From an optimization exercise on the open Yosys and OpenROAD flow, aimed at small area, a short achievable clock period and few clock cycles per item; shortcuts taken in it are not production practice. At most, simulation tests tie the RTL to the original design; equivalence was not proved.

==> flow/design.v <==
module rom (
	input  [3:0]  addr,
	output [15:0] q
);
	assign q = (addr[1:0] == 2'd1) ? 16'h1dac :
	           (addr[1:0] == 2'd2) ? 16'h0fae :
	           (addr[1:0] == 2'd3) ? 16'h07f5 :
	           16'h03ff;
endmodule
module cordic_core (
	input             clk, rst, en,
	input      [15:0] z,
	input      [15:0] q,
	output     [3:0]  addr,
	output reg        done,
	output     [15:0] x, y
);
	reg               busy;
	reg        [3:0]  n;
	reg signed [15:0] xr, yr, zr;
	reg               inr;     
	reg               dn;      
	reg        [2:0]  kd;      
	reg        [3:0]  zs;      
	wire accept = en & ~busy;
	wire inr_v  = (zr[15:10] == 6'b000000) | (zr[15:10] == 6'b111111);
	wire signed [15:0] zi = z;
	wire d0 = zi[15];
	wire d1 = d0 ? (zi < -16'sd12868) : (zi < 16'sd12868);
	wire d2 = d0 ? (d1 ? (zi < -16'sd20464) : (zi < -16'sd5272))
	             : (d1 ? (zi <  16'sd5272)  : (zi <  16'sd20464));
	wire [15:0] x2 = (d1 == d0) ? (d0 ? 16'h136e : 16'h136f) : (d0 ? 16'h3a4c : 16'h3a4b);
	wire [15:0] y2 = d1 ? (d0 ? 16'hc5b5 : 16'h136f) : (d0 ? 16'hec91 : 16'h3a4b);
	wire [15:0] kz = (kd == 3'd0) ? 16'ha062 : (kd == 3'd1) ? 16'h04ea :
	                 (kd == 3'd2) ? 16'hdbba : (kd == 3'd3) ? 16'h4042 :
	                 (kd == 3'd4) ? 16'hbfbe : (kd == 3'd5) ? 16'h2446 :
	                 (kd == 3'd6) ? 16'hfb16 : 16'h5f9e;
	wire signed [15:0] ysh = yr >>> n;
	wire signed [15:0] xsh = xr >>> n;
	wire        [15:0] oy = ysh ^ {16{~dn}};
	wire        [15:0] ox = xsh ^ {16{dn}};
	wire        [15:0] qa = ({16{zs[1]}} & 16'h07f5) | ({16{zs[2]}} & 16'h03ff);
	wire        [15:0] oz = zs[0] ? kz : (qa ^ {16{~dn}});
	wire               cz = ~zs[0] & ~dn;
	wire        [16:0] sx = {xr, 1'b1} + {oy, ~dn};
	wire        [16:0] sy = {yr, 1'b1} + {ox, dn};
	wire        [16:0] sz = {zr, 1'b1} + {oz, cz};
	always @(posedge clk) begin
		if (accept) begin
			xr <= x2;
			yr <= y2;
			zr <= z;
			dn <= d2;
			kd <= {d2, d1, d0};
			n  <= 4'd2;
			zs <= 4'b0001;
		end else begin
			xr <= sx[16:1];
			yr <= sy[16:1];
			zr <= (|zs[2:0]) ? sz[16:1] : {zr[15], zr[13:0], 1'b0};
			n  <= n + 4'd1;
			zs <= {zs[2:0], 1'b0};
			if (|zs[2:0])
				dn <= sz[16];
			else if (zs[3] ? inr_v : inr)
				dn <= ~zr[9];
			else
				dn <= zr[15];
		end
		if (zs[3])
			inr <= inr_v;
	end
	always @(posedge clk, posedge rst) begin
		if (rst) begin
			busy <= 1'b0;
			done <= 1'b0;
		end else begin
			busy <= accept | (busy & (n != 4'd14));
			done <= busy & (n == 4'd14);
		end
	end
	assign addr = n;
	assign x = xr;
	assign y = yr;
endmodule
module cordic (
	input                clk, rst, en,
	output               done,
	input  signed [15:0] z,
	output signed [15:0] x, y
);
	wire [3:0]  rom_addr;
	wire [15:0] rom_data;
	cordic_core u_cordic_core (
		.clk(clk), .rst(rst), .en(en), .z(z),
		.addr(rom_addr), .q(rom_data),
		.done(done), .x(x), .y(y)
	);
	rom u_rom (.addr(rom_addr), .q(rom_data));
endmodule
==> flow/config.mk <==
export PLATFORM = sky130hd
export DESIGN_NAME = cordic
export DESIGN_NICKNAME = cordic
export VERILOG_FILES = /design/flow/design.v
export SDC_FILE = /design/flow/constraint.sdc
export NUM_CORES = 4
export LEC_CHECK = 0
export ABC_AREA = 1
export CAP_MARGIN = 20
export CORE_MARGIN = 2
export CORE_UTILIZATION = 60
export GPL_TIMING_DRIVEN = 1
export SETUP_SLACK_MARGIN = 2.8
export SLEW_MARGIN = 20
==> flow/constraint.sdc <==
create_clock -name core_clock -period 6.0 [get_ports {clk}]
set_input_delay 1.2000 -clock core_clock [delete_from_list [all_inputs] [get_ports {clk}]]
set_output_delay 1.2000 -clock core_clock [all_outputs]
set_load 0.01 [all_outputs]
run.sh (not shown) runs the stock make flow with config.mk's settings and CLKGATE_MAP_FILE= SYNTH_SCRIPT=/design/flow/synth_recipe.tcl, a recipe that flattens the netlist after the stock synthesis.
Change:
--- a/flow/design.v
+++ b/flow/design.v
@@ -24,11 +24,22 @@
 	reg        [3:0]  zs;      
 	wire accept = en & ~busy;
 	wire inr_v  = (zr[15:10] == 6'b000000) | (zr[15:10] == 6'b111111);
-	wire signed [15:0] zi = z;
-	wire d0 = zi[15];
-	wire d1 = d0 ? (zi < -16'sd12868) : (zi < 16'sd12868);
-	wire d2 = d0 ? (d1 ? (zi < -16'sd20464) : (zi < -16'sd5272))
-	             : (d1 ? (zi <  16'sd5272)  : (zi <  16'sd20464));
+	function lt;
+		input [15:0] a, c;
+		integer i;
+		begin
+			lt = 1'b0;
+			for (i = 0; i < 16; i = i + 1)
+				if (c[i] ^ (i == 15))
+					lt = ~(a[i] ^ (i == 15)) | lt;
+				else
+					lt = ~(a[i] ^ (i == 15)) & lt;
+		end
+	endfunction
+	wire d0 = z[15];
+	wire d1 = d0 ? lt(z, -16'sd12868) : lt(z, 16'sd12868);
+	wire d2 = d0 ? (d1 ? lt(z, -16'sd20464) : lt(z, -16'sd5272))
+	             : (d1 ? lt(z,  16'sd5272)  : lt(z,  16'sd20464));
 	wire [15:0] x2 = (d1 == d0) ? (d0 ? 16'h136e : 16'h136f) : (d0 ? 16'h3a4c : 16'h3a4b);
 	wire [15:0] y2 = d1 ? (d0 ? 16'hc5b5 : 16'h136f) : (d0 ? 16'hec91 : 16'h3a4b);
 	wire [15:0] kz = (kd == 3'd0) ? 16'ha062 : (kd == 3'd1) ? 16'h04ea :
@@ -51,7 +62,6 @@
 			yr <= y2;
 			zr <= z;
 			dn <= d2;
-			kd <= {d2, d1, d0};
 			n  <= 4'd2;
 			zs <= 4'b0001;
 		end else begin
@@ -69,6 +79,7 @@
 		end
 		if (zs[3])
 			inr <= inr_v;
+		kd <= {d2, d1, d0};    
 	end
 	always @(posedge clk, posedge rst) begin
 		if (rst) begin
Effect: The new run ran to the end with no violations. Setup slack gains 0.042 ns. Clock-buffer cell count rises by 4. Final cell count goes down by 1.4%. Synthesized area went down by 1.9%. Utilization rose by 0.44 points. Worst hold slack degrades by 0.0044 ns. Final area came out lower by 0.75%. Clock skew rose by 0.0068 ns. Routed wire length climbs by 4.7%.
Testbench counts after the change, summed over its fixed seeds: cycles 33,600, items 2,400.
The RTL of the first run of this note was laid out without a check of its function.

* * *

lane 1:
Another version of the RTL of cordic (not shown whole).
For scale: about 980 cells after synthesis, ~63 flip-flops, about 52 I/O pins.
==> module rom, before the edit <==
module rom (
	input  [3:0]  addr,
	output [15:0] q
);
	assign q = (addr[1:0] == 2'd1) ? 16'h1dac :
	           (addr[1:0] == 2'd2) ? 16'h0fae :
	           (addr[1:0] == 2'd3) ? 16'h07f5 :
	           16'h03ff;
endmodule
==> module cordic_core, before the edit <==
module cordic_core (
	input             clk, rst, en,
	input      [15:0] z,
	input      [15:0] q,
	output     [3:0]  addr,
	output reg        done,
	output     [15:0] x, y
);
	reg               busy;
	reg        [3:0]  n;
	reg signed [15:0] xr, yr, zr;
	reg               inr;     
	reg               dn;      
	reg        [2:0]  kd;      
	reg        [3:0]  zs;      
	wire accept = en & ~busy;
	wire inr_v  = (zr[15:10] == 6'b000000) | (zr[15:10] == 6'b111111);
	function lt;
		input [15:0] a, c;
		integer i;
		begin
			lt = 1'b0;
			for (i = 0; i < 16; i = i + 1)
				if (c[i] ^ (i == 15))
					lt = ~(a[i] ^ (i == 15)) | lt;
				else
					lt = ~(a[i] ^ (i == 15)) & lt;
		end
	endfunction
	wire d0 = z[15];
	wire d1 = d0 ? lt(z, -16'sd12868) : lt(z, 16'sd12868);
	wire d2 = d0 ? (d1 ? lt(z, -16'sd20464) : lt(z, -16'sd5272))
	             : (d1 ? lt(z,  16'sd5272)  : lt(z,  16'sd20464));
	wire [15:0] x2 = (d1 == d0) ? (d0 ? 16'h136e : 16'h136f) : (d0 ? 16'h3a4c : 16'h3a4b);
	wire [15:0] y2 = d1 ? (d0 ? 16'hc5b5 : 16'h136f) : (d0 ? 16'hec91 : 16'h3a4b);
	wire [15:0] kz = (kd == 3'd0) ? 16'ha062 : (kd == 3'd1) ? 16'h04ea :
	                 (kd == 3'd2) ? 16'hdbba : (kd == 3'd3) ? 16'h4042 :
	                 (kd == 3'd4) ? 16'hbfbe : (kd == 3'd5) ? 16'h2446 :
	                 (kd == 3'd6) ? 16'hfb16 : 16'h5f9e;
	wire signed [15:0] yc = yr ^ {16{~dn}};
	wire signed [15:0] xc = xr ^ {16{dn}};
	wire        [15:0] oy = yc >>> n;
	wire        [15:0] ox = xc >>> n;
	wire        [15:0] qa = ({16{zs[1]}} & 16'h07f5) | ({16{zs[2]}} & 16'h03ff);
	wire        [15:0] oz = zs[0] ? kz : (qa ^ {16{~dn}});
	wire               cz = ~zs[0] & ~dn;
	wire        [16:0] sx = {xr, 1'b1} + {oy, ~dn};
	wire        [16:0] sy = {yr, 1'b1} + {ox, dn};
	wire        [16:0] sz = {zr, 1'b1} + {oz, cz};
	always @(posedge clk) begin
		if (accept) begin
			xr <= x2;
			yr <= y2;
			zr <= z;
			dn <= d2;
			n  <= 4'd2;
			zs <= 4'b0001;
		end else begin
			xr <= sx[16:1];
			yr <= sy[16:1];
			zr <= (|zs[2:0]) ? sz[16:1] : {zr[15], zr[13:0], 1'b0};
			n  <= n + 4'd1;
			zs <= {zs[2:0], 1'b0};
			if (|zs[2:0])
				dn <= sz[16];
			else if (zs[3] ? inr_v : inr)
				dn <= ~zr[9];
			else
				dn <= zr[15];
		end
		if (zs[3])
			inr <= inr_v;
		kd <= {d2, d1, d0};    
	end
	always @(posedge clk, posedge rst) begin
		if (rst) begin
			busy <= 1'b0;
			done <= 1'b0;
		end else begin
			busy <= accept | (busy & (n != 4'd14));
			done <= busy & (n == 4'd14);
		end
	end
	assign addr = n;
	assign x = xr;
	assign y = yr;
endmodule
==> module cordic, before the edit <==
module cordic (
	input                clk, rst, en,
	output               done,
	input  signed [15:0] z,
	output signed [15:0] x, y
);
	wire [3:0]  rom_addr;
	wire [15:0] rom_data;
	cordic_core u_cordic_core (
		.clk(clk), .rst(rst), .en(en), .z(z),
		.addr(rom_addr), .q(rom_data),
		.done(done), .x(x), .y(y)
	);
	rom u_rom (.addr(rom_addr), .q(rom_data));
endmodule
make LEC_CHECK=0 ABC_AREA=1 CAP_MARGIN=20 CORE_MARGIN=2 CORE_UTILIZATION=60 GPL_TIMING_DRIVEN=1 SETUP_SLACK_MARGIN=2.8 SLEW_MARGIN=20 finish   # period 6.0 ns
--- input diff lane 1..lane 2 ---
==> flow/design.v <==
module rom (
	input  [2:0]  addr,
	output [15:0] q
);
	assign q = (addr == 3'd0) ? 16'ha062 : (addr == 3'd1) ? 16'h04ea :
	           (addr == 3'd2) ? 16'hdbba : (addr == 3'd3) ? 16'h4042 :
	           (addr == 3'd4) ? 16'hbfbe : (addr == 3'd5) ? 16'h2446 :
	           (addr == 3'd6) ? 16'hfb16 : 16'h5f9e;
endmodule
module cordic_core (
	input             clk, rst, en,
	input      [15:0] z,
	input      [15:0] q,
	output     [2:0]  addr,
	output reg        done,
	output     [15:0] x, y
);
	reg               busy;
	reg        [3:0]  m;       
	reg signed [15:0] xr, yr, zr;
	reg               inr;     
	reg               dn;      
	reg        [2:0]  kd;      
	reg        [3:0]  zs;      
	wire accept = en & ~busy;
	wire inr_v  = (zr[15:10] == 6'b000000) | (zr[15:10] == 6'b111111);
	function lt;
		input [15:0] a, c;
		integer i;
		begin
			lt = 1'b0;
			for (i = 0; i < 16; i = i + 1)
				if (c[i] ^ (i == 15))
					lt = ~(a[i] ^ (i == 15)) | lt;
				else
					lt = ~(a[i] ^ (i == 15)) & lt;
		end
	endfunction
	wire d0 = z[15];
	wire d1 = d0 ? lt(z, -16'sd12868) : lt(z, 16'sd12868);
	wire d2 = d0 ? (d1 ? lt(z, -16'sd20464) : lt(z, -16'sd5272))
	             : (d1 ? lt(z,  16'sd5272)  : lt(z,  16'sd20464));
	wire [15:0] x2 = (d1 == d0) ? (d0 ? 16'h136e : 16'h136f) : (d0 ? 16'h3a4c : 16'h3a4b);
	wire [15:0] y2 = d1 ? (d0 ? 16'hc5b5 : 16'h136f) : (d0 ? 16'hec91 : 16'h3a4b);
	wire signed [15:0] yc = yr ^ {16{~dn}};
	wire signed [15:0] xc = xr ^ {16{dn}};
	wire signed [15:0] yc2 = yc >>> 2;
	wire signed [15:0] xc2 = xc >>> 2;
	wire        [15:0] oy = yc2 >>> m;
	wire        [15:0] ox = xc2 >>> m;
	wire        [15:0] qa = ({16{zs[1]}} & 16'h07f5) | ({16{zs[2]}} & 16'h03ff);
	wire        [15:0] oz = zs[0] ? q : (qa ^ {16{~dn}});
	wire               cz = ~zs[0] & ~dn;
	wire        [16:0] sx = {xr, 1'b1} + {oy, ~dn};
	wire        [16:0] sy = {yr, 1'b1} + {ox, dn};
	wire        [16:0] sz = {zr, 1'b1} + {oz, cz};
	always @(posedge clk) begin
		if (accept) begin
			xr <= x2;
			yr <= y2;
			zr <= z;
			dn <= d2;
			m  <= 4'd0;
			zs <= 4'b0001;
		end else begin
			xr <= sx[16:1];
			yr <= sy[16:1];
			zr <= (|zs[2:0]) ? sz[16:1] : {zr[15], zr[13:0], 1'b0};
			m  <= m + 4'd1;
			zs <= {zs[2:0], 1'b0};
			if (|zs[2:0])
				dn <= sz[16];
			else if (zs[3] ? inr_v : inr)
				dn <= ~zr[9];
			else
				dn <= zr[15];
		end
		if (zs[3])
			inr <= inr_v;
		kd <= {d2, d1, d0};    
	end
	always @(posedge clk, posedge rst) begin
		if (rst) begin
			busy <= 1'b0;
			done <= 1'b0;
		end else begin
			busy <= accept | (busy & (m != 4'd12));
			done <= busy & (m == 4'd12);
		end
	end
	assign addr = kd;
	assign x = xr;
	assign y = yr;
endmodule
module cordic (
	input                clk, rst, en,
	output               done,
	input  signed [15:0] z,
	output signed [15:0] x, y
);
	wire [2:0]  rom_addr;
	wire [15:0] rom_data;
	cordic_core u_cordic_core (
		.clk(clk), .rst(rst), .en(en), .z(z),
		.addr(rom_addr), .q(rom_data),
		.done(done), .x(x), .y(y)
	);
	rom u_rom (.addr(rom_addr), .q(rom_data));
endmodule
==> comparison <==
Final period utilization, lane 2 and lane 1: higher on lane 1. Hold slack for lane 2 is lower than for lane 1. Re final cell count without fillers: lane 1 was higher than lane 2. Diff lane 1 -> lane 2: storage element area rose about 0.6%, highest clock rate rose about 0.37%, total placed instance area fell about 2.7%.
Testbench counts of lane 2, summed over its fixed seeds: cycles 33,600, items 2,400.
Function not checked in lane 1: the RTL went through the layout flow alone.

==> afterwards: timing with drivers on the ports <==
In the flow no input, the clock included, has a driving cell. The finished layouts below were timed again as built, in two steps.
Step 1 sets driving cells, clkbuf_16 on the clock port and buf_2 on the other inputs (assumed; they add their load-dependent delay and slew).
Step 2 times the ports against the registers' clock, not the clock port: input delays grow and output delays shrink by t, the midpoint of the rising clock arrivals with the driver on.
Slacks: ideal ports / drivers / drivers and shift; pairs: ideal ports / drivers.
run | t (ns) | slack for setup (ns) | latest minus earliest clock arrival (ns)
the first run of note 1 | 0.410 | 2.901 / 2.918 / 2.507 | 0.016 / 0.015
the second run of note 1 | 0.406 | 2.943 / 2.943 / 2.591 | 0.022 / 0.022
lane 1 | 0.383 | 2.921 / 2.921 / 2.621 | 0.013 / 0.013
lane 2 | 0.401 | 2.932 / 2.932 / 2.601 | 0.011 / 0.012
After both steps every run listed still meets setup and hold. The setup slack of the first run of note 1, which loses most, moves by +0.017 ns with the drivers and by -0.394 ns with both steps.
